This is an optimization exercise on Yosys and OpenROAD, whose aim is small area and a short achievable clock period, not a production implementation.
Only simulation tests tie the RTL to the original design; equivalence was not proved.
Power is estimated from default activity; no workload was simulated.

===== flow/design.v =====
`timescale 1ns / 1ps
module g_inv    (input a, output y);                  assign y = ~a;                             endmodule
module g_buf    (input a, output y);                  assign y = a;                              endmodule
module g_nand2  (input a, b, output y);               assign y = ~(a & b);                       endmodule
module g_nor2   (input a, b, output y);               assign y = ~(a | b);                       endmodule
module g_and2   (input a, b, output y);               assign y = a & b;                          endmodule
module g_or2    (input a, b, output y);               assign y = a | b;                          endmodule
module g_nand2b (input an, b, output y);              assign y = ~(~an & b);                     endmodule
module g_a21oi  (input a1, a2, b1, output y);         assign y = ~((a1 & a2) | b1);              endmodule
module g_o21ai  (input a1, a2, b1, output y);         assign y = ~((a1 | a2) & b1);              endmodule
module g_a21o   (input a1, a2, b1, output y);         assign y = (a1 & a2) | b1;                 endmodule
module g_o21a   (input a1, a2, b1, output y);         assign y = (a1 | a2) & b1;                 endmodule
module g_o22ai  (input a1, a2, b1, b2, output y);     assign y = ~((a1 | a2) & (b1 | b2));       endmodule
module g_xor2   (input a, b, output y);               assign y = a ^ b;                          endmodule
module g_xnor2  (input a, b, output y);               assign y = ~(a ^ b);                       endmodule
module g_mux2i  (input a0, a1, s, output y);          assign y = ~(s ? a1 : a0);                 endmodule
module g_nand3  (input a, b, c, output y);            assign y = ~(a & b & c);                   endmodule
module g_a31oi  (input a1, a2, a3, b1, output y);     assign y = ~((a1 & a2 & a3) | b1);         endmodule
module g_a32oi  (input a1, a2, a3, b1, b2, output y); assign y = ~((a1 & a2 & a3) | (b1 & b2));   endmodule
`timescale 1ns / 1ps
module Nbit_ALU(r1, r2, r3, ALUop);
parameter n = 32;
input  [n-1:0] r2, r3;
input  [2:0]   ALUop;
output [n-1:0] r1;
wire o02n;
g_nor2 u_o02n (.a(ALUop[0]), .b(ALUop[2]), .y(o02n));
wire t0n_d;
g_mux2i u_t0n_d (.a0(ALUop[0]), .a1(ALUop[1]), .s(ALUop[2]), .y(t0n_d));
wire t0n_0;
g_buf u_t0n_0 (.a(t0n_d), .y(t0n_0));
wire t0n_1;
g_buf u_t0n_1 (.a(t0n_d), .y(t0n_1));
wire t1n_d;
g_xor2 u_t1n_d (.a(ALUop[1]), .b(o02n), .y(t1n_d));
wire t1n_0;
g_buf u_t1n_0 (.a(t1n_d), .y(t1n_0));
wire t1n_1;
g_buf u_t1n_1 (.a(t1n_d), .y(t1n_1));
wire esn_d;
g_o21a u_esn_d (.a1(ALUop[1]), .a2(ALUop[0]), .b1(ALUop[2]), .y(esn_d));
wire esn_0;
g_buf u_esn_0 (.a(esn_d), .y(esn_0));
wire esn_1;
g_buf u_esn_1 (.a(esn_d), .y(esn_1));
wire ecn_d;
g_nand2b u_ecn_d (.an(ALUop[1]), .b(ALUop[2]), .y(ecn_d));
wire ecn_0;
g_buf u_ecn_0 (.a(ecn_d), .y(ecn_0));
wire ecn_1;
g_buf u_ecn_1 (.a(ecn_d), .y(ecn_1));
wire enn_d;
g_nand2b u_enn_d (.an(ALUop[2]), .b(ALUop[1]), .y(enn_d));
wire enn_0;
g_buf u_enn_0 (.a(enn_d), .y(enn_0));
wire enn_1;
g_buf u_enn_1 (.a(enn_d), .y(enn_1));
wire en_d;
g_inv u_en_d (.a(enn_0), .y(en_d));
wire en_0;
g_buf u_en_0 (.a(en_d), .y(en_0));
wire en_1;
g_buf u_en_1 (.a(en_d), .y(en_1));
wire op01n;
g_nand2 u_op01n (.a(ALUop[0]), .b(ALUop[1]), .y(op01n));
wire sub;
g_nor2 u_sub (.a(ALUop[2]), .b(op01n), .y(sub));
wire op12n;
g_nand2 u_op12n (.a(ALUop[1]), .b(ALUop[2]), .y(op12n));
wire slt;
g_nor2 u_slt (.a(ALUop[0]), .b(op12n), .y(slt));
wire bb0;
g_mux2i u_bb0 (.a0(t0n_0), .a1(t1n_0), .s(r3[0]), .y(bb0));
wire gn0;
g_nand2 u_gn0 (.a(r2[0]), .b(bb0), .y(gn0));
wire tn0;
g_nor2 u_tn0 (.a(r2[0]), .b(bb0), .y(tn0));
wire pn0;
g_nand2b u_pn0 (.an(tn0), .b(gn0), .y(pn0));
wire y0;
g_o22ai u_y0 (.a1(gn0), .a2(ecn_0), .b1(pn0), .b2(esn_0), .y(y0));
wire bb1;
g_mux2i u_bb1 (.a0(t0n_0), .a1(t1n_0), .s(r3[1]), .y(bb1));
wire gn1;
g_nand2 u_gn1 (.a(r2[1]), .b(bb1), .y(gn1));
wire tn1;
g_nor2 u_tn1 (.a(r2[1]), .b(bb1), .y(tn1));
wire pn1;
g_nand2b u_pn1 (.an(tn1), .b(gn1), .y(pn1));
wire y1;
g_o22ai u_y1 (.a1(gn1), .a2(ecn_0), .b1(pn1), .b2(esn_0), .y(y1));
wire bb2;
g_mux2i u_bb2 (.a0(t0n_0), .a1(t1n_0), .s(r3[2]), .y(bb2));
wire gn2;
g_nand2 u_gn2 (.a(r2[2]), .b(bb2), .y(gn2));
wire tn2;
g_nor2 u_tn2 (.a(r2[2]), .b(bb2), .y(tn2));
wire pn2;
g_nand2b u_pn2 (.an(tn2), .b(gn2), .y(pn2));
wire y2;
g_o22ai u_y2 (.a1(gn2), .a2(ecn_0), .b1(pn2), .b2(esn_0), .y(y2));
wire bb3;
g_mux2i u_bb3 (.a0(t0n_0), .a1(t1n_0), .s(r3[3]), .y(bb3));
wire gn3;
g_nand2 u_gn3 (.a(r2[3]), .b(bb3), .y(gn3));
wire tn3;
g_nor2 u_tn3 (.a(r2[3]), .b(bb3), .y(tn3));
wire pn3;
g_nand2b u_pn3 (.an(tn3), .b(gn3), .y(pn3));
wire y3;
g_o22ai u_y3 (.a1(gn3), .a2(ecn_0), .b1(pn3), .b2(esn_0), .y(y3));
wire bb4;
g_mux2i u_bb4 (.a0(t0n_0), .a1(t1n_0), .s(r3[4]), .y(bb4));
wire gn4;
g_nand2 u_gn4 (.a(r2[4]), .b(bb4), .y(gn4));
wire tn4;
g_nor2 u_tn4 (.a(r2[4]), .b(bb4), .y(tn4));
wire pn4;
g_nand2b u_pn4 (.an(tn4), .b(gn4), .y(pn4));
wire y4;
g_o22ai u_y4 (.a1(gn4), .a2(ecn_0), .b1(pn4), .b2(esn_0), .y(y4));
wire bb5;
g_mux2i u_bb5 (.a0(t0n_0), .a1(t1n_0), .s(r3[5]), .y(bb5));
wire gn5;
g_nand2 u_gn5 (.a(r2[5]), .b(bb5), .y(gn5));
wire tn5;
g_nor2 u_tn5 (.a(r2[5]), .b(bb5), .y(tn5));
wire pn5;
g_nand2b u_pn5 (.an(tn5), .b(gn5), .y(pn5));
wire y5;
g_o22ai u_y5 (.a1(gn5), .a2(ecn_0), .b1(pn5), .b2(esn_0), .y(y5));
wire bb6;
g_mux2i u_bb6 (.a0(t0n_0), .a1(t1n_0), .s(r3[6]), .y(bb6));
wire gn6;
g_nand2 u_gn6 (.a(r2[6]), .b(bb6), .y(gn6));
wire tn6;
g_nor2 u_tn6 (.a(r2[6]), .b(bb6), .y(tn6));
wire pn6;
g_nand2b u_pn6 (.an(tn6), .b(gn6), .y(pn6));
wire y6;
g_o22ai u_y6 (.a1(gn6), .a2(ecn_0), .b1(pn6), .b2(esn_0), .y(y6));
wire bb7;
g_mux2i u_bb7 (.a0(t0n_0), .a1(t1n_0), .s(r3[7]), .y(bb7));
wire gn7;
g_nand2 u_gn7 (.a(r2[7]), .b(bb7), .y(gn7));
wire tn7;
g_nor2 u_tn7 (.a(r2[7]), .b(bb7), .y(tn7));
wire pn7;
g_nand2b u_pn7 (.an(tn7), .b(gn7), .y(pn7));
wire y7;
g_o22ai u_y7 (.a1(gn7), .a2(ecn_0), .b1(pn7), .b2(esn_0), .y(y7));
wire bb8;
g_mux2i u_bb8 (.a0(t0n_0), .a1(t1n_0), .s(r3[8]), .y(bb8));
wire gn8;
g_nand2 u_gn8 (.a(r2[8]), .b(bb8), .y(gn8));
wire tn8;
g_nor2 u_tn8 (.a(r2[8]), .b(bb8), .y(tn8));
wire pn8;
g_nand2b u_pn8 (.an(tn8), .b(gn8), .y(pn8));
wire y8;
g_o22ai u_y8 (.a1(gn8), .a2(ecn_0), .b1(pn8), .b2(esn_0), .y(y8));
wire bb9;
g_mux2i u_bb9 (.a0(t0n_0), .a1(t1n_0), .s(r3[9]), .y(bb9));
wire gn9;
g_nand2 u_gn9 (.a(r2[9]), .b(bb9), .y(gn9));
wire tn9;
g_nor2 u_tn9 (.a(r2[9]), .b(bb9), .y(tn9));
wire pn9;
g_nand2b u_pn9 (.an(tn9), .b(gn9), .y(pn9));
wire y9;
g_o22ai u_y9 (.a1(gn9), .a2(ecn_0), .b1(pn9), .b2(esn_0), .y(y9));
wire bb10;
g_mux2i u_bb10 (.a0(t0n_0), .a1(t1n_0), .s(r3[10]), .y(bb10));
wire gn10;
g_nand2 u_gn10 (.a(r2[10]), .b(bb10), .y(gn10));
wire tn10;
g_nor2 u_tn10 (.a(r2[10]), .b(bb10), .y(tn10));
wire pn10;
g_nand2b u_pn10 (.an(tn10), .b(gn10), .y(pn10));
wire y10;
g_o22ai u_y10 (.a1(gn10), .a2(ecn_0), .b1(pn10), .b2(esn_0), .y(y10));
wire bb11;
g_mux2i u_bb11 (.a0(t0n_0), .a1(t1n_0), .s(r3[11]), .y(bb11));
wire gn11;
g_nand2 u_gn11 (.a(r2[11]), .b(bb11), .y(gn11));
wire tn11;
g_nor2 u_tn11 (.a(r2[11]), .b(bb11), .y(tn11));
wire pn11;
g_nand2b u_pn11 (.an(tn11), .b(gn11), .y(pn11));
wire y11;
g_o22ai u_y11 (.a1(gn11), .a2(ecn_0), .b1(pn11), .b2(esn_0), .y(y11));
wire bb12;
g_mux2i u_bb12 (.a0(t0n_0), .a1(t1n_0), .s(r3[12]), .y(bb12));
wire gn12;
g_nand2 u_gn12 (.a(r2[12]), .b(bb12), .y(gn12));
wire tn12;
g_nor2 u_tn12 (.a(r2[12]), .b(bb12), .y(tn12));
wire pn12;
g_nand2b u_pn12 (.an(tn12), .b(gn12), .y(pn12));
wire y12;
g_o22ai u_y12 (.a1(gn12), .a2(ecn_0), .b1(pn12), .b2(esn_0), .y(y12));
wire bb13;
g_mux2i u_bb13 (.a0(t0n_0), .a1(t1n_0), .s(r3[13]), .y(bb13));
wire gn13;
g_nand2 u_gn13 (.a(r2[13]), .b(bb13), .y(gn13));
wire tn13;
g_nor2 u_tn13 (.a(r2[13]), .b(bb13), .y(tn13));
wire pn13;
g_nand2b u_pn13 (.an(tn13), .b(gn13), .y(pn13));
wire y13;
g_o22ai u_y13 (.a1(gn13), .a2(ecn_0), .b1(pn13), .b2(esn_0), .y(y13));
wire bb14;
g_mux2i u_bb14 (.a0(t0n_0), .a1(t1n_0), .s(r3[14]), .y(bb14));
wire gn14;
g_nand2 u_gn14 (.a(r2[14]), .b(bb14), .y(gn14));
wire tn14;
g_nor2 u_tn14 (.a(r2[14]), .b(bb14), .y(tn14));
wire pn14;
g_nand2b u_pn14 (.an(tn14), .b(gn14), .y(pn14));
wire y14;
g_o22ai u_y14 (.a1(gn14), .a2(ecn_0), .b1(pn14), .b2(esn_0), .y(y14));
wire bb15;
g_mux2i u_bb15 (.a0(t0n_0), .a1(t1n_0), .s(r3[15]), .y(bb15));
wire gn15;
g_nand2 u_gn15 (.a(r2[15]), .b(bb15), .y(gn15));
wire tn15;
g_nor2 u_tn15 (.a(r2[15]), .b(bb15), .y(tn15));
wire pn15;
g_nand2b u_pn15 (.an(tn15), .b(gn15), .y(pn15));
wire y15;
g_o22ai u_y15 (.a1(gn15), .a2(ecn_0), .b1(pn15), .b2(esn_0), .y(y15));
wire bb16;
g_mux2i u_bb16 (.a0(t0n_1), .a1(t1n_1), .s(r3[16]), .y(bb16));
wire gn16;
g_nand2 u_gn16 (.a(r2[16]), .b(bb16), .y(gn16));
wire tn16;
g_nor2 u_tn16 (.a(r2[16]), .b(bb16), .y(tn16));
wire pn16;
g_nand2b u_pn16 (.an(tn16), .b(gn16), .y(pn16));
wire y16;
g_o22ai u_y16 (.a1(gn16), .a2(ecn_1), .b1(pn16), .b2(esn_1), .y(y16));
wire bb17;
g_mux2i u_bb17 (.a0(t0n_1), .a1(t1n_1), .s(r3[17]), .y(bb17));
wire gn17;
g_nand2 u_gn17 (.a(r2[17]), .b(bb17), .y(gn17));
wire tn17;
g_nor2 u_tn17 (.a(r2[17]), .b(bb17), .y(tn17));
wire pn17;
g_nand2b u_pn17 (.an(tn17), .b(gn17), .y(pn17));
wire y17;
g_o22ai u_y17 (.a1(gn17), .a2(ecn_1), .b1(pn17), .b2(esn_1), .y(y17));
wire bb18;
g_mux2i u_bb18 (.a0(t0n_1), .a1(t1n_1), .s(r3[18]), .y(bb18));
wire gn18;
g_nand2 u_gn18 (.a(r2[18]), .b(bb18), .y(gn18));
wire tn18;
g_nor2 u_tn18 (.a(r2[18]), .b(bb18), .y(tn18));
wire pn18;
g_nand2b u_pn18 (.an(tn18), .b(gn18), .y(pn18));
wire y18;
g_o22ai u_y18 (.a1(gn18), .a2(ecn_1), .b1(pn18), .b2(esn_1), .y(y18));
wire bb19;
g_mux2i u_bb19 (.a0(t0n_1), .a1(t1n_1), .s(r3[19]), .y(bb19));
wire gn19;
g_nand2 u_gn19 (.a(r2[19]), .b(bb19), .y(gn19));
wire tn19;
g_nor2 u_tn19 (.a(r2[19]), .b(bb19), .y(tn19));
wire pn19;
g_nand2b u_pn19 (.an(tn19), .b(gn19), .y(pn19));
wire y19;
g_o22ai u_y19 (.a1(gn19), .a2(ecn_1), .b1(pn19), .b2(esn_1), .y(y19));
wire bb20;
g_mux2i u_bb20 (.a0(t0n_1), .a1(t1n_1), .s(r3[20]), .y(bb20));
wire gn20;
g_nand2 u_gn20 (.a(r2[20]), .b(bb20), .y(gn20));
wire tn20;
g_nor2 u_tn20 (.a(r2[20]), .b(bb20), .y(tn20));
wire pn20;
g_nand2b u_pn20 (.an(tn20), .b(gn20), .y(pn20));
wire y20;
g_o22ai u_y20 (.a1(gn20), .a2(ecn_1), .b1(pn20), .b2(esn_1), .y(y20));
wire bb21;
g_mux2i u_bb21 (.a0(t0n_1), .a1(t1n_1), .s(r3[21]), .y(bb21));
wire gn21;
g_nand2 u_gn21 (.a(r2[21]), .b(bb21), .y(gn21));
wire tn21;
g_nor2 u_tn21 (.a(r2[21]), .b(bb21), .y(tn21));
wire pn21;
g_nand2b u_pn21 (.an(tn21), .b(gn21), .y(pn21));
wire y21;
g_o22ai u_y21 (.a1(gn21), .a2(ecn_1), .b1(pn21), .b2(esn_1), .y(y21));
wire bb22;
g_mux2i u_bb22 (.a0(t0n_1), .a1(t1n_1), .s(r3[22]), .y(bb22));
wire gn22;
g_nand2 u_gn22 (.a(r2[22]), .b(bb22), .y(gn22));
wire tn22;
g_nor2 u_tn22 (.a(r2[22]), .b(bb22), .y(tn22));
wire pn22;
g_nand2b u_pn22 (.an(tn22), .b(gn22), .y(pn22));
wire y22;
g_o22ai u_y22 (.a1(gn22), .a2(ecn_1), .b1(pn22), .b2(esn_1), .y(y22));
wire bb23;
g_mux2i u_bb23 (.a0(t0n_1), .a1(t1n_1), .s(r3[23]), .y(bb23));
wire gn23;
g_nand2 u_gn23 (.a(r2[23]), .b(bb23), .y(gn23));
wire tn23;
g_nor2 u_tn23 (.a(r2[23]), .b(bb23), .y(tn23));
wire pn23;
g_nand2b u_pn23 (.an(tn23), .b(gn23), .y(pn23));
wire y23;
g_o22ai u_y23 (.a1(gn23), .a2(ecn_1), .b1(pn23), .b2(esn_1), .y(y23));
wire bb24;
g_mux2i u_bb24 (.a0(t0n_1), .a1(t1n_1), .s(r3[24]), .y(bb24));
wire gn24;
g_nand2 u_gn24 (.a(r2[24]), .b(bb24), .y(gn24));
wire tn24;
g_nor2 u_tn24 (.a(r2[24]), .b(bb24), .y(tn24));
wire pn24;
g_nand2b u_pn24 (.an(tn24), .b(gn24), .y(pn24));
wire y24;
g_o22ai u_y24 (.a1(gn24), .a2(ecn_1), .b1(pn24), .b2(esn_1), .y(y24));
wire bb25;
g_mux2i u_bb25 (.a0(t0n_1), .a1(t1n_1), .s(r3[25]), .y(bb25));
wire gn25;
g_nand2 u_gn25 (.a(r2[25]), .b(bb25), .y(gn25));
wire tn25;
g_nor2 u_tn25 (.a(r2[25]), .b(bb25), .y(tn25));
wire pn25;
g_nand2b u_pn25 (.an(tn25), .b(gn25), .y(pn25));
wire y25;
g_o22ai u_y25 (.a1(gn25), .a2(ecn_1), .b1(pn25), .b2(esn_1), .y(y25));
wire bb26;
g_mux2i u_bb26 (.a0(t0n_1), .a1(t1n_1), .s(r3[26]), .y(bb26));
wire gn26;
g_nand2 u_gn26 (.a(r2[26]), .b(bb26), .y(gn26));
wire tn26;
g_nor2 u_tn26 (.a(r2[26]), .b(bb26), .y(tn26));
wire pn26;
g_nand2b u_pn26 (.an(tn26), .b(gn26), .y(pn26));
wire y26;
g_o22ai u_y26 (.a1(gn26), .a2(ecn_1), .b1(pn26), .b2(esn_1), .y(y26));
wire bb27;
g_mux2i u_bb27 (.a0(t0n_1), .a1(t1n_1), .s(r3[27]), .y(bb27));
wire gn27;
g_nand2 u_gn27 (.a(r2[27]), .b(bb27), .y(gn27));
wire tn27;
g_nor2 u_tn27 (.a(r2[27]), .b(bb27), .y(tn27));
wire pn27;
g_nand2b u_pn27 (.an(tn27), .b(gn27), .y(pn27));
wire y27;
g_o22ai u_y27 (.a1(gn27), .a2(ecn_1), .b1(pn27), .b2(esn_1), .y(y27));
wire bb28;
g_mux2i u_bb28 (.a0(t0n_1), .a1(t1n_1), .s(r3[28]), .y(bb28));
wire gn28;
g_nand2 u_gn28 (.a(r2[28]), .b(bb28), .y(gn28));
wire tn28;
g_nor2 u_tn28 (.a(r2[28]), .b(bb28), .y(tn28));
wire pn28;
g_nand2b u_pn28 (.an(tn28), .b(gn28), .y(pn28));
wire y28;
g_o22ai u_y28 (.a1(gn28), .a2(ecn_1), .b1(pn28), .b2(esn_1), .y(y28));
wire bb29;
g_mux2i u_bb29 (.a0(t0n_1), .a1(t1n_1), .s(r3[29]), .y(bb29));
wire gn29;
g_nand2 u_gn29 (.a(r2[29]), .b(bb29), .y(gn29));
wire tn29;
g_nor2 u_tn29 (.a(r2[29]), .b(bb29), .y(tn29));
wire pn29;
g_nand2b u_pn29 (.an(tn29), .b(gn29), .y(pn29));
wire y29;
g_o22ai u_y29 (.a1(gn29), .a2(ecn_1), .b1(pn29), .b2(esn_1), .y(y29));
wire bb30;
g_mux2i u_bb30 (.a0(t0n_1), .a1(t1n_1), .s(r3[30]), .y(bb30));
wire gn30;
g_nand2 u_gn30 (.a(r2[30]), .b(bb30), .y(gn30));
wire tn30;
g_nor2 u_tn30 (.a(r2[30]), .b(bb30), .y(tn30));
wire pn30;
g_nand2b u_pn30 (.an(tn30), .b(gn30), .y(pn30));
wire y30;
g_o22ai u_y30 (.a1(gn30), .a2(ecn_1), .b1(pn30), .b2(esn_1), .y(y30));
wire bb31;
g_mux2i u_bb31 (.a0(t0n_1), .a1(t1n_1), .s(r3[31]), .y(bb31));
wire gn31;
g_nand2 u_gn31 (.a(r2[31]), .b(bb31), .y(gn31));
wire tn31;
g_nor2 u_tn31 (.a(r2[31]), .b(bb31), .y(tn31));
wire pn31;
g_nand2b u_pn31 (.an(tn31), .b(gn31), .y(pn31));
wire y31;
g_o22ai u_y31 (.a1(gn31), .a2(ecn_1), .b1(pn31), .b2(esn_1), .y(y31));
wire t0p;
g_inv u_t0p (.a(t0n_d), .y(t0p));
wire G0n;
g_mux2i u_G0n (.a0(t0p), .a1(r2[0]), .s(r3[0]), .y(G0n));
wire G1_1;
g_o21ai u_G1_1 (.a1(tn1), .a2(G0n), .b1(gn1), .y(G1_1));
wire G1_3;
g_o21ai u_G1_3 (.a1(tn3), .a2(gn2), .b1(gn3), .y(G1_3));
wire T1_3;
g_nor2 u_T1_3 (.a(tn3), .b(tn2), .y(T1_3));
wire G1_5;
g_o21ai u_G1_5 (.a1(tn5), .a2(gn4), .b1(gn5), .y(G1_5));
wire T1_5;
g_nor2 u_T1_5 (.a(tn5), .b(tn4), .y(T1_5));
wire G1_7;
g_o21ai u_G1_7 (.a1(tn7), .a2(gn6), .b1(gn7), .y(G1_7));
wire T1_7;
g_nor2 u_T1_7 (.a(tn7), .b(tn6), .y(T1_7));
wire G1_9;
g_o21ai u_G1_9 (.a1(tn9), .a2(gn8), .b1(gn9), .y(G1_9));
wire T1_9;
g_nor2 u_T1_9 (.a(tn9), .b(tn8), .y(T1_9));
wire G1_11;
g_o21ai u_G1_11 (.a1(tn11), .a2(gn10), .b1(gn11), .y(G1_11));
wire T1_11;
g_nor2 u_T1_11 (.a(tn11), .b(tn10), .y(T1_11));
wire G1_13;
g_o21ai u_G1_13 (.a1(tn13), .a2(gn12), .b1(gn13), .y(G1_13));
wire T1_13;
g_nor2 u_T1_13 (.a(tn13), .b(tn12), .y(T1_13));
wire G1_15;
g_o21ai u_G1_15 (.a1(tn15), .a2(gn14), .b1(gn15), .y(G1_15));
wire T1_15;
g_nor2 u_T1_15 (.a(tn15), .b(tn14), .y(T1_15));
wire G1_17;
g_o21ai u_G1_17 (.a1(tn17), .a2(gn16), .b1(gn17), .y(G1_17));
wire T1_17;
g_nor2 u_T1_17 (.a(tn17), .b(tn16), .y(T1_17));
wire G1_19;
g_o21ai u_G1_19 (.a1(tn19), .a2(gn18), .b1(gn19), .y(G1_19));
wire T1_19;
g_nor2 u_T1_19 (.a(tn19), .b(tn18), .y(T1_19));
wire G1_21;
g_o21ai u_G1_21 (.a1(tn21), .a2(gn20), .b1(gn21), .y(G1_21));
wire T1_21;
g_nor2 u_T1_21 (.a(tn21), .b(tn20), .y(T1_21));
wire G1_23;
g_o21ai u_G1_23 (.a1(tn23), .a2(gn22), .b1(gn23), .y(G1_23));
wire T1_23;
g_nor2 u_T1_23 (.a(tn23), .b(tn22), .y(T1_23));
wire G1_25;
g_o21ai u_G1_25 (.a1(tn25), .a2(gn24), .b1(gn25), .y(G1_25));
wire T1_25;
g_nor2 u_T1_25 (.a(tn25), .b(tn24), .y(T1_25));
wire G1_27;
g_o21ai u_G1_27 (.a1(tn27), .a2(gn26), .b1(gn27), .y(G1_27));
wire T1_27;
g_nor2 u_T1_27 (.a(tn27), .b(tn26), .y(T1_27));
wire G1_29;
g_o21ai u_G1_29 (.a1(tn29), .a2(gn28), .b1(gn29), .y(G1_29));
wire T1_29;
g_nor2 u_T1_29 (.a(tn29), .b(tn28), .y(T1_29));
wire G2_3;
g_a21oi u_G2_3 (.a1(T1_3), .a2(G1_1), .b1(G1_3), .y(G2_3));
wire G2_7;
g_a21oi u_G2_7 (.a1(T1_7), .a2(G1_5), .b1(G1_7), .y(G2_7));
wire T2_7;
g_nand2 u_T2_7 (.a(T1_7), .b(T1_5), .y(T2_7));
wire G2_11;
g_a21oi u_G2_11 (.a1(T1_11), .a2(G1_9), .b1(G1_11), .y(G2_11));
wire T2_11;
g_nand2 u_T2_11 (.a(T1_11), .b(T1_9), .y(T2_11));
wire G2_15;
g_a21oi u_G2_15 (.a1(T1_15), .a2(G1_13), .b1(G1_15), .y(G2_15));
wire T2_15;
g_nand2 u_T2_15 (.a(T1_15), .b(T1_13), .y(T2_15));
wire G2_19;
g_a21oi u_G2_19 (.a1(T1_19), .a2(G1_17), .b1(G1_19), .y(G2_19));
wire T2_19;
g_nand2 u_T2_19 (.a(T1_19), .b(T1_17), .y(T2_19));
wire G2_23;
g_a21oi u_G2_23 (.a1(T1_23), .a2(G1_21), .b1(G1_23), .y(G2_23));
wire T2_23;
g_nand2 u_T2_23 (.a(T1_23), .b(T1_21), .y(T2_23));
wire G2_27;
g_a21oi u_G2_27 (.a1(T1_27), .a2(G1_25), .b1(G1_27), .y(G2_27));
wire T2_27;
g_nand2 u_T2_27 (.a(T1_27), .b(T1_25), .y(T2_27));
wire n_G1_5;
g_inv u_n_G1_5 (.a(G1_5), .y(n_G1_5));
wire n_T1_5;
g_inv u_n_T1_5 (.a(T1_5), .y(n_T1_5));
wire G3_5;
g_o21ai u_G3_5 (.a1(n_T1_5), .a2(G2_3), .b1(n_G1_5), .y(G3_5));
wire G3_7;
g_o21ai u_G3_7 (.a1(T2_7), .a2(G2_3), .b1(G2_7), .y(G3_7));
wire n_G1_13;
g_inv u_n_G1_13 (.a(G1_13), .y(n_G1_13));
wire n_T1_13;
g_inv u_n_T1_13 (.a(T1_13), .y(n_T1_13));
wire G3_13;
g_o21ai u_G3_13 (.a1(n_T1_13), .a2(G2_11), .b1(n_G1_13), .y(G3_13));
wire T3_13;
g_nor2 u_T3_13 (.a(n_T1_13), .b(T2_11), .y(T3_13));
wire G3_15;
g_o21ai u_G3_15 (.a1(T2_15), .a2(G2_11), .b1(G2_15), .y(G3_15));
wire T3_15;
g_nor2 u_T3_15 (.a(T2_15), .b(T2_11), .y(T3_15));
wire n_G1_21;
g_inv u_n_G1_21 (.a(G1_21), .y(n_G1_21));
wire n_T1_21;
g_inv u_n_T1_21 (.a(T1_21), .y(n_T1_21));
wire G3_21;
g_o21ai u_G3_21 (.a1(n_T1_21), .a2(G2_19), .b1(n_G1_21), .y(G3_21));
wire T3_21;
g_nor2 u_T3_21 (.a(n_T1_21), .b(T2_19), .y(T3_21));
wire G3_23;
g_o21ai u_G3_23 (.a1(T2_23), .a2(G2_19), .b1(G2_23), .y(G3_23));
wire T3_23;
g_nor2 u_T3_23 (.a(T2_23), .b(T2_19), .y(T3_23));
wire n_G1_29;
g_inv u_n_G1_29 (.a(G1_29), .y(n_G1_29));
wire n_T1_29;
g_inv u_n_T1_29 (.a(T1_29), .y(n_T1_29));
wire G3_29;
g_o21ai u_G3_29 (.a1(n_T1_29), .a2(G2_27), .b1(n_G1_29), .y(G3_29));
wire T3_29;
g_nor2 u_T3_29 (.a(n_T1_29), .b(T2_27), .y(T3_29));
wire G4_9;
g_a21oi u_G4_9 (.a1(T1_9), .a2(G3_7), .b1(G1_9), .y(G4_9));
wire n_G2_11;
g_inv u_n_G2_11 (.a(G2_11), .y(n_G2_11));
wire n_T2_11;
g_inv u_n_T2_11 (.a(T2_11), .y(n_T2_11));
wire G4_11;
g_a21oi u_G4_11 (.a1(n_T2_11), .a2(G3_7), .b1(n_G2_11), .y(G4_11));
wire G4_13;
g_a21oi u_G4_13 (.a1(T3_13), .a2(G3_7), .b1(G3_13), .y(G4_13));
wire G4_15;
g_a21oi u_G4_15 (.a1(T3_15), .a2(G3_7), .b1(G3_15), .y(G4_15));
wire G4_25;
g_a21oi u_G4_25 (.a1(T1_25), .a2(G3_23), .b1(G1_25), .y(G4_25));
wire T4_25;
g_nand2 u_T4_25 (.a(T1_25), .b(T3_23), .y(T4_25));
wire n_G2_27;
g_inv u_n_G2_27 (.a(G2_27), .y(n_G2_27));
wire n_T2_27;
g_inv u_n_T2_27 (.a(T2_27), .y(n_T2_27));
wire G4_27;
g_a21oi u_G4_27 (.a1(n_T2_27), .a2(G3_23), .b1(n_G2_27), .y(G4_27));
wire T4_27;
g_nand2 u_T4_27 (.a(n_T2_27), .b(T3_23), .y(T4_27));
wire G4_29;
g_a21oi u_G4_29 (.a1(T3_29), .a2(G3_23), .b1(G3_29), .y(G4_29));
wire T4_29;
g_nand2 u_T4_29 (.a(T3_29), .b(T3_23), .y(T4_29));
wire n_G1_17;
g_inv u_n_G1_17 (.a(G1_17), .y(n_G1_17));
wire n_T1_17;
g_inv u_n_T1_17 (.a(T1_17), .y(n_T1_17));
wire G5_17;
g_o21ai u_G5_17 (.a1(n_T1_17), .a2(G4_15), .b1(n_G1_17), .y(G5_17));
wire G5_19;
g_o21ai u_G5_19 (.a1(T2_19), .a2(G4_15), .b1(G2_19), .y(G5_19));
wire n_G3_21;
g_inv u_n_G3_21 (.a(G3_21), .y(n_G3_21));
wire n_T3_21;
g_inv u_n_T3_21 (.a(T3_21), .y(n_T3_21));
wire G5_21;
g_o21ai u_G5_21 (.a1(n_T3_21), .a2(G4_15), .b1(n_G3_21), .y(G5_21));
wire n_G3_23;
g_inv u_n_G3_23 (.a(G3_23), .y(n_G3_23));
wire n_T3_23;
g_inv u_n_T3_23 (.a(T3_23), .y(n_T3_23));
wire G5_23;
g_o21ai u_G5_23 (.a1(n_T3_23), .a2(G4_15), .b1(n_G3_23), .y(G5_23));
wire G5_25;
g_o21ai u_G5_25 (.a1(T4_25), .a2(G4_15), .b1(G4_25), .y(G5_25));
wire G5_27;
g_o21ai u_G5_27 (.a1(T4_27), .a2(G4_15), .b1(G4_27), .y(G5_27));
wire G5_29;
g_o21ai u_G5_29 (.a1(T4_29), .a2(G4_15), .b1(G4_29), .y(G5_29));
wire n_gn2;
g_inv u_n_gn2 (.a(gn2), .y(n_gn2));
wire n_tn2;
g_inv u_n_tn2 (.a(tn2), .y(n_tn2));
wire kn3;
g_a32oi u_kn3 (.a1(n_tn2), .a2(G1_1), .a3(en_0), .b1(n_gn2), .b2(en_0), .y(kn3));
wire G6_4;
g_o21ai u_G6_4 (.a1(tn4), .a2(G2_3), .b1(gn4), .y(G6_4));
wire n_gn6;
g_inv u_n_gn6 (.a(gn6), .y(n_gn6));
wire n_tn6;
g_inv u_n_tn6 (.a(tn6), .y(n_tn6));
wire kn7;
g_a32oi u_kn7 (.a1(n_tn6), .a2(G3_5), .a3(en_0), .b1(n_gn6), .b2(en_0), .y(kn7));
wire n_gn8;
g_inv u_n_gn8 (.a(gn8), .y(n_gn8));
wire n_tn8;
g_inv u_n_tn8 (.a(tn8), .y(n_tn8));
wire kn9;
g_a32oi u_kn9 (.a1(n_tn8), .a2(G3_7), .a3(en_0), .b1(n_gn8), .b2(en_0), .y(kn9));
wire G6_10;
g_o21ai u_G6_10 (.a1(tn10), .a2(G4_9), .b1(gn10), .y(G6_10));
wire G6_12;
g_o21ai u_G6_12 (.a1(tn12), .a2(G4_11), .b1(gn12), .y(G6_12));
wire G6_14;
g_o21ai u_G6_14 (.a1(tn14), .a2(G4_13), .b1(gn14), .y(G6_14));
wire G6_16;
g_o21ai u_G6_16 (.a1(tn16), .a2(G4_15), .b1(gn16), .y(G6_16));
wire n_gn18;
g_inv u_n_gn18 (.a(gn18), .y(n_gn18));
wire n_tn18;
g_inv u_n_tn18 (.a(tn18), .y(n_tn18));
wire kn19;
g_a32oi u_kn19 (.a1(n_tn18), .a2(G5_17), .a3(en_1), .b1(n_gn18), .b2(en_1), .y(kn19));
wire n_gn20;
g_inv u_n_gn20 (.a(gn20), .y(n_gn20));
wire n_tn20;
g_inv u_n_tn20 (.a(tn20), .y(n_tn20));
wire kn21;
g_a32oi u_kn21 (.a1(n_tn20), .a2(G5_19), .a3(en_1), .b1(n_gn20), .b2(en_1), .y(kn21));
wire n_gn22;
g_inv u_n_gn22 (.a(gn22), .y(n_gn22));
wire n_tn22;
g_inv u_n_tn22 (.a(tn22), .y(n_tn22));
wire kn23;
g_a32oi u_kn23 (.a1(n_tn22), .a2(G5_21), .a3(en_1), .b1(n_gn22), .b2(en_1), .y(kn23));
wire n_gn24;
g_inv u_n_gn24 (.a(gn24), .y(n_gn24));
wire n_tn24;
g_inv u_n_tn24 (.a(tn24), .y(n_tn24));
wire kn25;
g_a32oi u_kn25 (.a1(n_tn24), .a2(G5_23), .a3(en_1), .b1(n_gn24), .b2(en_1), .y(kn25));
wire n_gn26;
g_inv u_n_gn26 (.a(gn26), .y(n_gn26));
wire n_tn26;
g_inv u_n_tn26 (.a(tn26), .y(n_tn26));
wire kn27;
g_a32oi u_kn27 (.a1(n_tn26), .a2(G5_25), .a3(en_1), .b1(n_gn26), .b2(en_1), .y(kn27));
wire n_gn28;
g_inv u_n_gn28 (.a(gn28), .y(n_gn28));
wire n_tn28;
g_inv u_n_tn28 (.a(tn28), .y(n_tn28));
wire kn29;
g_a32oi u_kn29 (.a1(n_tn28), .a2(G5_27), .a3(en_1), .b1(n_gn28), .b2(en_1), .y(kn29));
wire n_gn30;
g_inv u_n_gn30 (.a(gn30), .y(n_gn30));
wire n_tn30;
g_inv u_n_tn30 (.a(tn30), .y(n_tn30));
wire G6_30;
g_a21oi u_G6_30 (.a1(n_tn30), .a2(G5_29), .b1(n_gn30), .y(G6_30));
wire k1;
g_nor2 u_k1 (.a(G0n), .b(enn_0), .y(k1));
g_xor2 u_r1 (.a(y1), .b(k1), .y(r1[1]));
wire kn2;
g_nand2 u_kn2 (.a(G1_1), .b(en_0), .y(kn2));
g_xnor2 u_r2 (.a(y2), .b(kn2), .y(r1[2]));
g_xnor2 u_r3 (.a(y3), .b(kn3), .y(r1[3]));
wire k4;
g_nor2 u_k4 (.a(G2_3), .b(enn_0), .y(k4));
g_xor2 u_r4 (.a(y4), .b(k4), .y(r1[4]));
wire kn5;
g_nand2 u_kn5 (.a(G6_4), .b(en_0), .y(kn5));
g_xnor2 u_r5 (.a(y5), .b(kn5), .y(r1[5]));
wire kn6;
g_nand2 u_kn6 (.a(G3_5), .b(en_0), .y(kn6));
g_xnor2 u_r6 (.a(y6), .b(kn6), .y(r1[6]));
g_xnor2 u_r7 (.a(y7), .b(kn7), .y(r1[7]));
wire kn8;
g_nand2 u_kn8 (.a(G3_7), .b(en_0), .y(kn8));
g_xnor2 u_r8 (.a(y8), .b(kn8), .y(r1[8]));
g_xnor2 u_r9 (.a(y9), .b(kn9), .y(r1[9]));
wire k10;
g_nor2 u_k10 (.a(G4_9), .b(enn_0), .y(k10));
g_xor2 u_r10 (.a(y10), .b(k10), .y(r1[10]));
wire kn11;
g_nand2 u_kn11 (.a(G6_10), .b(en_0), .y(kn11));
g_xnor2 u_r11 (.a(y11), .b(kn11), .y(r1[11]));
wire k12;
g_nor2 u_k12 (.a(G4_11), .b(enn_0), .y(k12));
g_xor2 u_r12 (.a(y12), .b(k12), .y(r1[12]));
wire kn13;
g_nand2 u_kn13 (.a(G6_12), .b(en_0), .y(kn13));
g_xnor2 u_r13 (.a(y13), .b(kn13), .y(r1[13]));
wire k14;
g_nor2 u_k14 (.a(G4_13), .b(enn_0), .y(k14));
g_xor2 u_r14 (.a(y14), .b(k14), .y(r1[14]));
wire kn15;
g_nand2 u_kn15 (.a(G6_14), .b(en_0), .y(kn15));
g_xnor2 u_r15 (.a(y15), .b(kn15), .y(r1[15]));
wire k16;
g_nor2 u_k16 (.a(G4_15), .b(enn_1), .y(k16));
g_xor2 u_r16 (.a(y16), .b(k16), .y(r1[16]));
wire kn17;
g_nand2 u_kn17 (.a(G6_16), .b(en_1), .y(kn17));
g_xnor2 u_r17 (.a(y17), .b(kn17), .y(r1[17]));
wire kn18;
g_nand2 u_kn18 (.a(G5_17), .b(en_1), .y(kn18));
g_xnor2 u_r18 (.a(y18), .b(kn18), .y(r1[18]));
g_xnor2 u_r19 (.a(y19), .b(kn19), .y(r1[19]));
wire kn20;
g_nand2 u_kn20 (.a(G5_19), .b(en_1), .y(kn20));
g_xnor2 u_r20 (.a(y20), .b(kn20), .y(r1[20]));
g_xnor2 u_r21 (.a(y21), .b(kn21), .y(r1[21]));
wire kn22;
g_nand2 u_kn22 (.a(G5_21), .b(en_1), .y(kn22));
g_xnor2 u_r22 (.a(y22), .b(kn22), .y(r1[22]));
g_xnor2 u_r23 (.a(y23), .b(kn23), .y(r1[23]));
wire kn24;
g_nand2 u_kn24 (.a(G5_23), .b(en_1), .y(kn24));
g_xnor2 u_r24 (.a(y24), .b(kn24), .y(r1[24]));
g_xnor2 u_r25 (.a(y25), .b(kn25), .y(r1[25]));
wire kn26;
g_nand2 u_kn26 (.a(G5_25), .b(en_1), .y(kn26));
g_xnor2 u_r26 (.a(y26), .b(kn26), .y(r1[26]));
g_xnor2 u_r27 (.a(y27), .b(kn27), .y(r1[27]));
wire kn28;
g_nand2 u_kn28 (.a(G5_27), .b(en_1), .y(kn28));
g_xnor2 u_r28 (.a(y28), .b(kn28), .y(r1[28]));
g_xnor2 u_r29 (.a(y29), .b(kn29), .y(r1[29]));
wire kn30;
g_nand2 u_kn30 (.a(G5_29), .b(en_1), .y(kn30));
g_xnor2 u_r30 (.a(y30), .b(kn30), .y(r1[30]));
wire k31;
g_nor2 u_k31 (.a(G6_30), .b(enn_1), .y(k31));
g_xor2 u_r31 (.a(y31), .b(k31), .y(r1[31]));
wire x31n;
g_xnor2 u_x31n (.a(pn31), .b(G6_30), .y(x31n));
wire z0n;
g_xnor2 u_z0n (.a(y0), .b(sub), .y(z0n));
g_mux2i u_r0 (.a0(z0n), .a1(x31n), .s(slt), .y(r1[0]));
endmodule
`timescale 1ns / 1ps
module dff(q, d, clk);
input		d, clk;       
output reg	q;            
always @(posedge clk)
q<=d;
endmodule
`timescale 1ns / 1ps
module Nbit_Register(outo, ino, clk);
parameter n = 32;
input [n-1:0] ino;
output [n-1:0] outo;
input clk;
genvar i;
generate
for (i = 0; i < n; i = i + 1) begin: registerblk
dff Dflipflop(.q(outo[i]) , .d(ino[i]), .clk(clk) );
end
endgenerate
endmodule
`timescale 1ns / 1ps
module Nbit_ALU_Register (r2, r3, ALUop, r0, clk);
parameter n = 32;
input[n-1:0] r2, r3;
input[2:0] ALUop;
input clk;
output [n-1:0] r0;
wire[n-1:0] r1;
Nbit_ALU #(n) alu1 (.r1(r1), .r2(r2), .r3(r3), .ALUop(ALUop) );
Nbit_Register #(n) reg1 (.outo(r0), .ino(r1), .clk(clk) );
endmodule

===== flow/flow/run.sh =====
#!/bin/bash
# Standard ORFS layout with two changes: the ports are buffered with buf_1 (instead of the
# delay buffer buffer_ports picks by default), and timing repair aims for a setup slack of
# 10.1 ns, so that it sizes the critical paths for a shorter period than the clock's.
set -euo pipefail
export BUFFER_PORTS_ARGS="-buffer_cell sky130_fd_sc_hd__buf_1"
export SETUP_SLACK_MARGIN=10.1
bash standard.sh > standard.log 2>&1

===== flow/standard.sh =====
#!/bin/bash
# synth_recipe.tcl (not shown) runs the flow's synth.tcl, then flattens the netlist and writes it again
# the make line also repeats each setting of config.mk as NAME=value (left out here)
make -C /OpenROAD-flow-scripts/flow DESIGN_CONFIG=/design/flow/config.mk WORK_HOME=/design/flow/orfs CLKGATE_MAP_FILE= SYNTH_SCRIPT=/design/flow/synth_recipe.tcl "${@:-finish}"

===== flow/config.mk =====
export PLATFORM = sky130hd
export DESIGN_NAME = Nbit_ALU_Register
export DESIGN_NICKNAME = Nbit_ALU_Register
export VERILOG_FILES = /design/flow/design.v
export SDC_FILE = /design/flow/constraint.sdc
export NUM_CORES = 4
export LEC_CHECK = 0
export CAP_MARGIN = 20
export CORE_MARGIN = 2
export CORE_UTILIZATION = 50
export CTS_BUF_LIST = sky130_fd_sc_hd__clkbuf_4
export GPL_TIMING_DRIVEN = 0
export SLEW_MARGIN = 20
export SYNTH_HIERARCHICAL = 1
export SYNTH_MINIMUM_KEEP_SIZE = 0

===== flow/constraint.sdc =====
create_clock -name core_clock -period 15.5 [get_ports {clk}]
set_input_delay 3.1000 -clock core_clock [delete_from_list [all_inputs] [get_ports {clk}]]
set_output_delay 3.1000 -clock core_clock [all_outputs]
set_load 0.01 [all_outputs]

==> summary.md, run 1 <==
| Metric | Value |
|---|---|
| Fin. Hold Viols | `0` |
| Distinct cells, synth | `14` |
| Max-Cap Viols | `0` |
| WL per Instance | `about 12 um` |
| Pwr Total | `299 uW` |
| Tot GR Track Use | `roughly 22%` |
| Max_slew headroom | `around 69%` |
| RSZ-0062 raised after global routing | `false` |
| Die X | `78.5 um` |
| I/O Buffers | `99` |
| Worst slack at placement | `~9500 ps` |
| TNS Setup | `0 ps` |
| Finished Layout Cells | `577` |
| Clock buffer count from CTS | `5` |
| Mean Syn Cell Area | `6.99 um^2` |
| # nets final | `572` |
| Slew @ Worst Pin | `457 ps` |
| Final min period | `between 5000 and 6000 ps` |
| Number of core rows | `27` |
| CP Launch Type | `input pin` |
| Yosys reg bits | `32` |
| CTS Buffer Depth | `2` |
| Placed instance count | `around 570` |
| Root Driver | `clkbuf_4` |
| Final setup fails | `0` |
| Antenna cells | `0` |
| Clock slew at reported path FFs | `110 ps` |
| Io pins | `100` |
| CTS Sinks | `32` |
| Cell area after layout | `3330 um^2` |
| Regs by FF count | `reg1.registerblk.Dflipflop.q: 32 flops` |
| Largest register by flop count | `reg1.registerblk.Dflipflop.q` |
| Core box area | `5440 um^2` |
| Vias per inst | `4.98` |
| Most frequent cells in the layout | `98 x buf_1, 61 x nor2_1, 58 x nand2_1, 40 x inv_1` |
| Routed WL | `around 6.9 mm` |
| DIE HEIGHT | `78.5 um` |
| Crit-path cells | `clkbuf_2 -> nor2_1 -> xor2_1 -> buf_6 -> mux2i_1 -> nor2_1 -> o21ai_1 -> a21oi_2 -> o21ai_4 -> a21oi_4 -> o21ai_1 -> a21oi_2 -> nor2_1 -> xor2_1` |
| CP Max Fanout | `16` |
| Critical path arrival | `5470 ps` |
| Max FFs per register | `32` |
| Syn. warnings | `7` |
| Post-Synthesis Cell Area | `2780 um^2` |
| Setup bufs post-CTS | `0` |
| DRC | `0` |
| PD cells | `89.7 nW/um^2` |
| Leakage power | `1.49 nW` |
| Hpwl dp | `5.07 mm` |
| Initial DRC Count | `118` |
| CTS tree | `yes` |
| Fin crit share | `around 34%` |
| First-pass GRT wire length | `11.0 mm` |
| GR met3 Demand/Resource | `3.79%` |
| First-pass iteration count of the detailed router | `4` |
| Grt total ovfl | `0` |
| M2 GR Usage | `35.9%` |
| Most common cell on crit path | `nor2_1` |
| Largest net degree at the start of global routing | `21` |
| Crit path kind | `input pin to flip-flop` |
| CP required | `about 16,000 ps` |
| Achievable frequency | `191 MHz` |
| Slew Limit Fails | `0` |
| Area grow syn2layout | `20.1%` |
| Most common cell after layout, fill and taps aside | `buf_1` |
| Syn nets | `465` |
| CP delay by family, top | `compound AO/OA/AOI/OAI gates` |
| DP Area | `3240 um^2` |
| Hold WS | `roughly 3200 ps` |
| Final Util | `between 60% and 70%` |
| Worst path buffer plus inverter count | `2` |
| Peak VDD IR | `roughly 0.042 mV` |
| Post-route ant nets | `0` |
| Met1 Use GR | `29.5%` |
| Initial antenna violation count | `0` |
| Syn Inst Count | `between 300 and 400` |
| GPL Wtd Cong | `0.811` |
| Critical path's largest stage delay | `a little under 300 ps` |
| DIE AREA | `6160 um^2` |
| Htree depth | `2` |
| Max stage delay cell, worst path | `a21oi_2` |
| Share of layout cells above drive strength 1 | `7.72%` |
| Worst Hold Class | `input pin to flip-flop` |
| Most crowded layer after global routing | `met2` |
| Post-synthesis sequential area ratio | `23.1%` |
| Setup ws final | `10,260 ps` |
| Vias in the first global route | `2,550` |
| Initial Util | `51.0%` |
| Status | `no timing/DRC/antenna violations` |
| Via count | `around 2,900` |
| Critical path capture point type | `flip-flop` |
-- synthesized netlist by cell type (all sizes together) --
| library cell | number | area (um^2) |
|---|---|---|
| buf | 12 | 90.1 |
| o21ai | 34 | 170 |
| a32oi | 9 | 78.8 |
| o21a | 1 | 7.51 |
| a21oi | 15 | 131 |
| nand2b | 34 | 213 |
| xor2 | 8 | 70.1 |
| inv | 40 | 150 |
| o22ai | 32 | 200 |
| nor2 | 61 | 229 |
| nand2 | 58 | 218 |
| dfxtp | 32 | 641 |
| mux2i | 35 | 350 |
| xnor2 | 26 | 228 |
-- tightest hold or removal path, stage by stage --
cell and delay (ps):
buf_1 130, nor2_1 140, mux2i_1 80
-- Yosys stat by module (local to each module, per instance), a selection --
module | cells inside | flip-flops and latches | copies in the design
g_a21oi | 1 | 0 | 15
g_a32oi | 1 | 0 | 9
g_buf | 1 | 0 | 12
g_nor2 | 1 | 0 | 61
g_o21a | 1 | 0 | 1
g_o21ai | 1 | 0 | 34
g_xnor2 | 1 | 0 | 26
-- layout make-up --
class	count	area, um^2
Buffer	12	93.8
Timing Repair Buffer	99	373
Clock inverter	1	3.75
Sequential cell	32	641
Multi-Input combinational cell	314	1930
Clock buffer	7	52.6
Fill cell	544	2100
Tap cell	72	90.1
Inverter	40	150
-- layer usage --
layer | vias to the layer above | share of wire [%]
met2 | 74 | 45
li1 | 1544 | -
met4 | 0 | 0.98
met5 | - | 0
met1 | 1251 | 49
met3 | 7 | 5.4
-- final timing paths --
check / startpoint / endpoint / slack [ps] / cells past startpoint
worst max-delay path: ALUop[2] / reg1.registerblk[31].Dflipflop.q$_DFF_P_ / 10260 / 14
worst min-delay path: ALUop[0] / reg1.registerblk[0].Dflipflop.q$_DFF_P_ / 3160 / 3
-- logic make-up (layout without fill, tap and decap cells) --
kind of cell	after synthesis	after routing	share of synthesized area [%]
flip-flops	32	32	23.1
AND/OR/NAND/NOR	153	153	23.7
XOR/XNOR	34	34	10.7
AO/OA/AOI/OAI	91	92	21.2
buffers and inverters	52	159	8.65
multiplexers	35	35	12.6
-- timing repair --
action,4_1_cts,5_1_grt
hold buffers,0,0
gates cloned,0,1
pin swaps,0,2
gates resized for setup,2,5
endpoints found under the setup margin,16,16
-- where the power goes --
part	total, mW	internal [mW]	switching, mW	leakage (nW)
registers	0.105	0.101	0.00454	0.270
clock network	0.0513	0.0210	0.0304	0.0338
logic	0.142	0.0563	0.0861	1.18
==> inputs of run 2 (changes only) <==
--- a/flow/config.mk
+++ b/flow/config.mk
@@ -5,11 +5,11 @@
 export SDC_FILE = /design/flow/constraint.sdc
 export NUM_CORES = 4
 export LEC_CHECK = 0
-export CAP_MARGIN = 20
+export CAP_MARGIN = 0
 export CORE_MARGIN = 2
-export CORE_UTILIZATION = 50
+export CORE_UTILIZATION = 60
 export CTS_BUF_LIST = sky130_fd_sc_hd__clkbuf_4
 export GPL_TIMING_DRIVEN = 0
-export SLEW_MARGIN = 20
+export SLEW_MARGIN = 0
 export SYNTH_HIERARCHICAL = 1
 export SYNTH_MINIMUM_KEEP_SIZE = 0
==> summary.md, run 2 <==
| Metric | Value |
|---|---|
| Largest cells by area after synthesis | `dfxtp_1 23%, mux2i_1 13%, nor2_1 8.2% (unchanged)` |
| Max_slew headroom | `68.9% (was 69.3%)` |
| Post-synth top area cell | `dfxtp_1 (unchanged)` |
| Area grow syn2layout | `20.0% (was 20.1%)` |
| Most common cell after layout, fill and taps aside | `buf_1 (unchanged)` |
| Achievable frequency | `192 MHz (was 191 MHz)` |
| Final min period | `5200 ps (was 5240 ps)` |
| WL per Instance | `12.1 um (was 12.0 um)` |
| Initial antenna violation count | `0 (unchanged)` |
| Hpwl dp | `4.83 mm (was 5.07 mm)` |
| Io pins | `100 (unchanged)` |
| Slew Limit Fails | `0 (unchanged)` |
| Max FFs per register | `32 (unchanged)` |
| Die X | `72.0 um (was 78.5 um)` |
| DIE HEIGHT | `72.0 um (was 78.5 um)` |
| Peak VDD IR | `0.0645 mV (was 0.0422 mV)` |
| Top-area cell type share of the netlist area | `23.1% (unchanged)` |
| Most frequent cells in the layout | `96 x buf_1, 61 x nor2_1, 58 x nand2_1, 40 x inv_1 (was 98 x buf_1, 61 x nor2_1, 58 x nand2_1, 40 x inv_1)` |
| Ys flop type | `dfxtp_1 (unchanged)` |
| CP Launch Type | `input pin (unchanged)` |
| Core box area | `4410 um^2 (was 5440 um^2)` |
| Asr flop ratio synth | `0% (unchanged)` |
| Share of layout cells above drive strength 1 | `8.48% (was 7.72%)` |
| Status | `no timing/DRC/antenna violations (unchanged)` |
| CTS tree | `yes (unchanged)` |
| DIE AREA | `5190 um^2 (was 6160 um^2)` |
| Final setup fails | `0 (unchanged)` |
| Clock slew at reported path FFs | `120 ps (was 110 ps)` |
| Clock buffer count from CTS | `5 (unchanged)` |
| Post-synth EDFFs | `0 (unchanged)` |
| TNS Setup | `0 ps (unchanged)` |
| Syn nets | `465 (unchanged)` |
| Max-Cap Viols | `0 (unchanged)` |
| Crit path kind | `input pin to flip-flop (unchanged)` |
| Yosys reg bits | `32 (unchanged)` |
| Max stage delay cell, worst path | `mux2i_2 (was a21oi_2)` |
| GPL Wtd Cong | `0.827 (was 0.811)` |
| CP Max Fanout | `16 (unchanged)` |
| Clk pwr share | `17.4% (was 17.2%)` |
| Largest register by flop count | `reg1.registerblk.Dflipflop.q (unchanged)` |
| Worst Hold Class | `input pin to flip-flop (unchanged)` |
| Critical path arrival | `5440 ps (was 5470 ps)` |
| Logic pwr share | `47.5% (was 47.6%)` |
| Initial Util | `62.9% (was 51.0%)` |
| First-pass iteration count of the detailed router | `5 (was 4)` |
| Slew @ Worst Pin | `464 ps (was 457 ps)` |
| Antenna cells | `0 (unchanged)` |
| Worst path buffer plus inverter count | `2 (unchanged)` |
| Routed WL | `6.78 mm (was 6.92 mm)` |
| CTS Sinks | `32 (unchanged)` |
| Regs by FF count | `reg1.registerblk.Dflipflop.q: 32 flops (unchanged)` |
| Vias per inst | `5.33 (was 4.98)` |
| DRC | `0 (unchanged)` |
| Mean Syn Cell Area | `6.99 um^2 (unchanged)` |
| I/O Buffers | `99 (unchanged)` |
| Via count | `2,981 (was 2,876)` |
| CP required | `15,740 ps (was 15,730 ps)` |
| Htree depth | `2 (unchanged)` |
| Sw Pwr | `125 uW (was 121 uW)` |
| Post-synth top cells | `61 x nor2_1, 58 x nand2_1, 40 x inv_1 (unchanged)` |
| Distinct cells, synth | `14 (unchanged)` |
| Vias in the first global route | `2,723 (was 2,550)` |
| Syn Inst Count | `397 (unchanged)` |
| Tot GR Track Use | `27.5% (was 22.0%)` |
| Crit-path cells | `clkbuf_2 -> mux2i_2 -> buf_6 -> mux2i_1 -> nor2_1 -> o21ai_1 -> a21oi_2 -> o21ai_4 -> a21oi_4 -> o21ai_1 -> a21oi_2 -> nor2_1 -> xor2_1 (was clkbuf_2 -> nor2_1 -> xor2_1 -> buf_6 -> mux2i_1 -> nor2_1 -> o21ai_1 -> a21oi_2 -> o21ai_4 -> a21oi_4 -> o21ai_1 -> a21oi_2 -> nor2_1 -> xor2_1)` |
| Initial DRC Count | `201 (was 118)` |
| Leakage power | `1.50 nW (was 1.49 nW)` |
| PD cells | `90.1 nW/um^2 (was 89.7 nW/um^2)` |
| Fillers | `375 (was 544)` |
| Critical path capture point type | `flip-flop (unchanged)` |
| Root Driver | `clkbuf_4 (unchanged)` |
| Most common cell in the netlist | `nor2_1 (unchanged)` |
| CP delay by family, top | `compound AO/OA/AOI/OAI gates (unchanged)` |
| Fin crit share | `33.5% (was 33.8%)` |
| Fin. Hold Viols | `0 (unchanged)` |
| First-pass GRT wire length | `11.7 mm (was 11.0 mm)` |
| Hold WS | `3120 ps (was 3160 ps)` |
| CTS Buffer Depth | `2 (unchanged)` |
| Post-Synthesis Cell Area | `2780 um^2 (unchanged)` |
| Switching share of power | `41.5% (was 40.5%)` |
| # nets final | `574 (was 572)` |
| Syn. warnings | `7 (unchanged)` |
| RSZ-0062 raised after global routing | `false (unchanged)` |
| Largest net degree at the start of global routing | `21 (unchanged)` |
| Post-route ant nets | `0 (unchanged)` |
| Number of core rows | `24 (was 27)` |
| Sequential share of power | `35.1% (was 35.2%)` |
| Grt total ovfl | `0 (unchanged)` |
| Internal Pwr Total | `176 uW (was 178 uW)` |
| Critical path's largest stage delay | `330 ps (was 290 ps)` |
| Post-synthesis sequential area ratio | `23.1% (unchanged)` |
==> run 2: cell counts after synthesis <==
Identical to the previous run, type by type.
==> run 2: power by group through the flow <==
stage	registers [mW]	logic, mW	clock network, mW
final	0.105	0.143	0.0521
after global routing	0.107	0.160	0.0550
after CTS	0.105	0.141	0.0527
after detailed placement	0.107	0.136	0
after global placement	0.107	0.134	0
after floorplan	0.117	0.0901	0
==> run 2: path summary, 6_finish.rpt <==
kind / endpoint / start / cells past startpoint
min: reg1.registerblk[0].Dflipflop.q$_DFF_P_ / ALUop[0] / 3
max: reg1.registerblk[31].Dflipflop.q$_DFF_P_ / ALUop[2] / 13
==> run 2: stage by stage <==
step / area [um^2] / util, % / power [mW] / setup WS [ps] / std cells
detailed placement: 3210 / 72.8 / 0.244 / 9440 / 548
global route: 3330 / 75.5 / 0.322 / 10100 / 559
global placement: 3210 / 72.8 / 0.241 / 9560 / 548
finish: 3330 / 75.5 / 0.300 / 10300 / 559
floorplan: 2780 / - / 0.207 / 10260 / 397
CTS: 3310 / 74.9 / 0.299 / 10120 / 557
==> run 2: kinds of logic after synthesis <==
family	Yosys count	share of synthesized area (%)
simple gates	153	23.7
compound gates	91	21.2
buf+inv	52	8.65
mux	35	12.6
xor+xnor	34	10.7
flops	32	23.1
==> run 2: layout make-up <==
cell class	count	area [um^2]	area share, %
plain buffers	12	97.6	2.93
repair buffers	101	390	11.7
clock buffers	5	37.5	1.13
well taps	52	65.1	1.95
flip-flops and latches	32	641	19.2
inverters	40	150	4.51
multi-input cells	314	1930	57.8
clock inverters	3	23.8	0.713
==> run 2: timing repair <==
item                                    in CTS  in global routing
pin swaps                                    1                  3
cloned                                       1                  0
endpoints found under the setup margin      16                 15
gates resized for setup                      4                  5
buffers inserted                             0                  2
hold buffers                                 0                  0
==> run 2: per-layer routing <==
metal  track usage [%]  wire length (um)  vias up
met4              6.92                88        0
li1                  -                 -     1557
met2              46.4              3150      108
met3              4.44               418        9
met5                 0                 0        -
met1              36.7              3120     1307
==> run 2: Yosys stat by module, one instance, submodules excluded, excerpt <==
module,cells,times used,area (um^2)
g_buf,1,12,7.51
g_o22ai,1,32,6.26
g_xnor2,1,26,8.76
g_inv,1,40,3.75
g_mux2i,1,35,10.0
g_nor2,1,61,3.75
dff,1,32,20.0
g_o21a,1,1,7.51
g_a21oi,1,15,8.76
g_a32oi,1,9,8.76
g_nand2b,1,34,6.26
g_nand2,1,58,3.75
g_o21ai,1,34,5.00
==> inputs of run 3 (changes only) <==
==> flow/config.mk (replaced) <==
export PLATFORM = sky130hd
export DESIGN_NAME = Nbit_ALU_Register
export DESIGN_NICKNAME = Nbit_ALU_Register
export VERILOG_FILES = /design/flow/design.v
export SDC_FILE = /design/flow/constraint.sdc
export NUM_CORES = 4
export LEC_CHECK = 0
export CAP_MARGIN = 20
export CORE_MARGIN = 2
export CORE_UTILIZATION = 60
export CTS_BUF_LIST = sky130_fd_sc_hd__clkbuf_4 sky130_fd_sc_hd__clkbuf_8
export GPL_TIMING_DRIVEN = 0
export SLEW_MARGIN = 20
export SYNTH_HIERARCHICAL = 1
export SYNTH_MINIMUM_KEEP_SIZE = 0
==> summary.md, run 3 <==
| Metric | Value |
|---|---|
| Post-synth top area cell | `dfxtp_1 (unchanged)` |
| GPL Wtd Cong | `0.827 (unchanged)` |
| Post-synth EDFFs | `0 (unchanged)` |
| Routed WL | `6.90 mm (was 6.78 mm)` |
| Syn. warnings | `7 (unchanged)` |
| CP required | `15,680 ps (was 15,740 ps)` |
| Cell depth of the worst setup path | `15 (was 13)` |
| Hold path cells | `3 (unchanged)` |
| # nets final | `579 (was 574)` |
| Initial DRC Count | `182 (was 201)` |
| Io pins | `100 (unchanged)` |
| Regs by FF count | `reg1.registerblk.Dflipflop.q: 32 flops (unchanged)` |
| Worst path buffer plus inverter count | `3 (was 2)` |
| Share of layout cells above drive strength 1 | `9.96% (was 8.48%)` |
| Area grow syn2layout | `23.1% (was 20.0%)` |
| Fin crit share | `33.7% (was 33.5%)` |
| Largest net degree at the start of global routing | `21 (unchanged)` |
| Slew Limit Fails | `0 (unchanged)` |
| Most common cell on crit path | `nor2_1` |
| Asr flop ratio synth | `0% (unchanged)` |
| RSZ-0062 raised after global routing | `false (unchanged)` |
| Peak VDD IR | `0.0675 mV (was 0.0645 mV)` |
| Hpwl dp | `4.83 mm (unchanged)` |
| Ys flop type | `dfxtp_1 (unchanged)` |
| Root Driver | `clkbuf_8 (was clkbuf_4)` |
| I/O Buffers | `99 (unchanged)` |
| TNS Setup | `0 ps (unchanged)` |
| Max-Cap Viols | `0 (unchanged)` |
| Storage cell area | `641 um^2 (unchanged)` |
| Final setup fails | `0 (unchanged)` |
| Status | `no timing/DRC/antenna violations (unchanged)` |
| Most common cell after layout, fill and taps aside | `buf_1 (unchanged)` |
| Worst Hold Class | `input pin to flip-flop (unchanged)` |
| Setup ws final | `10,280 ps (was 10,300 ps)` |
| WL per Instance | `12.2 um (was 12.1 um)` |
| CP Launch Type | `input pin (unchanged)` |
| Most common cell in the netlist | `nor2_1 (unchanged)` |
| CTS Hold Bufs | `0 (unchanged)` |
| Initial Util | `62.9% (unchanged)` |
| Distinct cells, synth | `14 (unchanged)` |
| Critical path capture point type | `flip-flop (unchanged)` |
| Yosys reg bits | `32 (unchanged)` |
| Max_slew headroom | `69.7% (was 68.9%)` |
| Critical path's largest stage delay | `220 ps (was 330 ps)` |
| Die X | `72.0 um (unchanged)` |
| Post-synth top cells | `61 x nor2_1, 58 x nand2_1, 40 x inv_1 (unchanged)` |
| Achievable frequency | `191 MHz (was 192 MHz)` |
| CTS Sinks | `32 (unchanged)` |
| CTS tree | `yes (unchanged)` |
| Post-route ant nets | `0 (unchanged)` |
| Post-synthesis sequential area ratio | `23.1% (unchanged)` |
| Fin. Hold Viols | `0 (unchanged)` |
| Max FFs per register | `32 (unchanged)` |
| Vias in the first global route | `2,735 (was 2,723)` |
| Clock slew at reported path FFs | `80 ps (was 120 ps)` |
| Crit-path cells | `buf_2 -> nor2_1 -> xor2_1 -> buf_6 -> buf_4 -> mux2i_1 -> nor2_1 -> nor2_1 -> a21oi_2 -> o21ai_2 -> a21oi_4 -> o21ai_1 -> a21oi_2 -> nor2_1 -> xor2_1 (was clkbuf_2 -> mux2i_2 -> buf_6 -> mux2i_1 -> nor2_1 -> o21ai_1 -> a21oi_2 -> o21ai_4 -> a21oi_4 -> o21ai_1 -> a21oi_2 -> nor2_1 -> xor2_1)` |
| Largest register by flop count | `reg1.registerblk.Dflipflop.q (unchanged)` |
| DIE AREA | `5190 um^2 (unchanged)` |
| Via count | `3,003 (was 2,981)` |
| Max stage delay cell, worst path | `xor2_1 (was mux2i_2)` |
| Top-area cell type share of the netlist area | `23.1% (unchanged)` |
| First-pass GRT wire length | `11.6 mm (was 11.7 mm)` |
| Critical path arrival | `5400 ps (was 5440 ps)` |
| Initial antenna violation count | `0 (unchanged)` |
| Clock buffer count from CTS | `5 (unchanged)` |
| First-pass iteration count of the detailed router | `5 (unchanged)` |
| Post-Synthesis Cell Area | `2780 um^2 (unchanged)` |
| Vias per inst | `5.32 (was 5.33)` |
| Tot GR Track Use | `27.2% (was 27.5%)` |
| Slew @ Worst Pin | `451 ps (was 464 ps)` |
| Number of core rows | `24 (unchanged)` |
| CTS Buffer Depth | `2 (unchanged)` |
| Syn Inst Count | `397 (unchanged)` |
| Multi-input gate area | `1940 um^2 (was 1930 um^2)` |
| Final min period | `5220 ps (was 5200 ps)` |
| Crit path kind | `input pin to flip-flop (unchanged)` |
| Fillers | `354 (was 375)` |
| Mean Syn Cell Area | `6.99 um^2 (unchanged)` |
| Syn nets | `465 (unchanged)` |
| Largest cells by area after synthesis | `dfxtp_1 23%, mux2i_1 13%, nor2_1 8.2% (unchanged)` |
| CP Max Fanout | `12 (was 16)` |
| DIE HEIGHT | `72.0 um (unchanged)` |
| Antenna cells | `0 (unchanged)` |
| Core box area | `4410 um^2 (unchanged)` |
| Worst slack at placement | `9440 ps (unchanged)` |
| Most frequent cells in the layout | `96 x buf_1, 59 x nor2_1, 58 x nand2_1, 40 x inv_1 (was 96 x buf_1, 61 x nor2_1, 58 x nand2_1, 40 x inv_1)` |
| CP delay by family, top | `compound AO/OA/AOI/OAI gates (unchanged)` |
| DRC | `0 (unchanged)` |
| Grt total ovfl | `0 (unchanged)` |
| Leakage power | `1.53 nW (was 1.50 nW)` |
| Htree depth | `2 (unchanged)` |
| PD cells | `93.7 nW/um^2 (was 90.1 nW/um^2)` |
run 3: changes by cell type in the layout (fill, tap and decap cells not counted):
cell	previous run	this run
clkbuf_4	5	0
o21ai_2	0	1
clkbuf_8	0	5
clkbuf_2	3	2
nor2_2	0	2
nor2_1	61	59
buf_2	0	1
mux2i_4	0	1
o21ai_1	33	32
buf_4	12	17
mux2i_2	1	0
run 3: path summary, 6_finish.rpt:
path | to | start | slack [ps]
setup / recovery | reg1.registerblk[31].Dflipflop.q$_DFF_P_ | ALUop[2] | 10280
hold / removal | reg1.registerblk[0].Dflipflop.q$_DFF_P_ | ALUop[0] | 3190
run 3: cells by family (layout without fill, tap and decap cells):
family	after synthesis	after routing	synth area share [%]
and+or+nand+nor	153	153	23.7
xor gates and xnor gates	34	34	10.7
DFF	32	32	23.1
AOI/OAI and AO/OA	91	92	21.2
muxes	35	35	12.6
buffers and inverters	52	166	8.65
run 3: modules after synthesis, one instance, submodules excluded, excerpt:
module	times used	cells inside
dff	32	1
g_a21oi	15	1
g_a32oi	9	1
g_buf	12	1
g_inv	40	1
g_mux2i	35	1
g_nand2	58	1
g_nor2	61	1
g_o21a	1	1
g_o21ai	34	1
g_o22ai	32	1
g_xnor2	26	1
g_xor2	8	1
run 3: power by group:
part           internal, mW  leakage [nW]  switching, mW  total (mW)
clock                0.0318        0.0404         0.0359      0.0676
combinational        0.0599          1.22         0.0873       0.147
sequential            0.101         0.270        0.00477       0.106
run 3: tightest hold or removal path: cells and delay by family:
family | cells | cell delay [ps]
buffers and inverters | 1 | 160
multiplexers | 1 | 110
AND/OR/NAND/NOR | 1 | 70
run 3: metrics by stage:
stage / utilization [%] / area [um^2] / instances / hold WS (ps) / power [mW]
detailed placement: 72.8 / 3210 / 548 / 3480 / 0.244
global route: 77.4 / 3420 / 564 / 3220 / 0.343
CTS: 75.4 / 3330 / 556 / 3210 / 0.314
finish: 77.4 / 3420 / 564 / 3190 / 0.320
floorplan: - / 2780 / 397 / 3280 / 0.207
global placement: 72.8 / 3210 / 548 / 3490 / 0.241
run 3: what timing repair did:
action / in CTS / in global routing
setup buffers: 0 / 7
endpoints found under the setup margin: 17 / 12
gates resized for setup: 5 / 8
pin swaps: 1 / 3
gates cloned: 0 / 1
run 3: layout make-up:
cell class / count / area share, %
timing repair buffer: 106 / 12.5
multi-input combinational: 314 / 56.9
inverter: 40 / 4.39
clock inverter: 3 / 0.695
buffer: 12 / 2.86
tap: 52 / 1.90
sequential: 32 / 18.7
clock buffer: 5 / 2.01
run 3: routing by layer:
layer  up-vias  track usage (%)  wire, um
met5         -                0         0
met4         0             9.22       141
met3        15             4.58       421
met2       110             45.2      3140
met1      1314             35.9      3200
li1       1564                -         -

port drivers added, routing unchanged:
The results above use ideal ports. As a check the final layouts listed here were re-extracted and re-timed, cells and wires unchanged.
Step 1, drivers: a clkbuf_16 drives clk and a buf_2 each remaining input, both assumed.
Step 2 moves the port delays by t, midway between the first and last clock arrival at a register: inputs arrive t later, outputs are due t later. That takes back most of the time a late clock gives input paths.
Slacks: ideal ports / drivers / drivers and shift; pairs: ideal ports / drivers.
run	t (ns)	setup slack, ns	hold slack, ns	worst register clock-pin slew, ns
run 1	0.353	10.262 / 10.270 / 9.917	3.158 / 3.149 / 3.502	0.11 / 0.11
run 2	0.365	10.305 / 10.294 / 9.929	3.120 / 3.128 / 3.493	0.12 / 0.12
run 3	0.316	10.277 / 10.274 / 9.958	3.193 / 3.194 / 3.508	0.08 / 0.08
After both steps setup and hold are still met in every run listed. The setup slack of run 2, which loses most, moves by -0.011 ns with the drivers and by -0.376 ns with both steps.
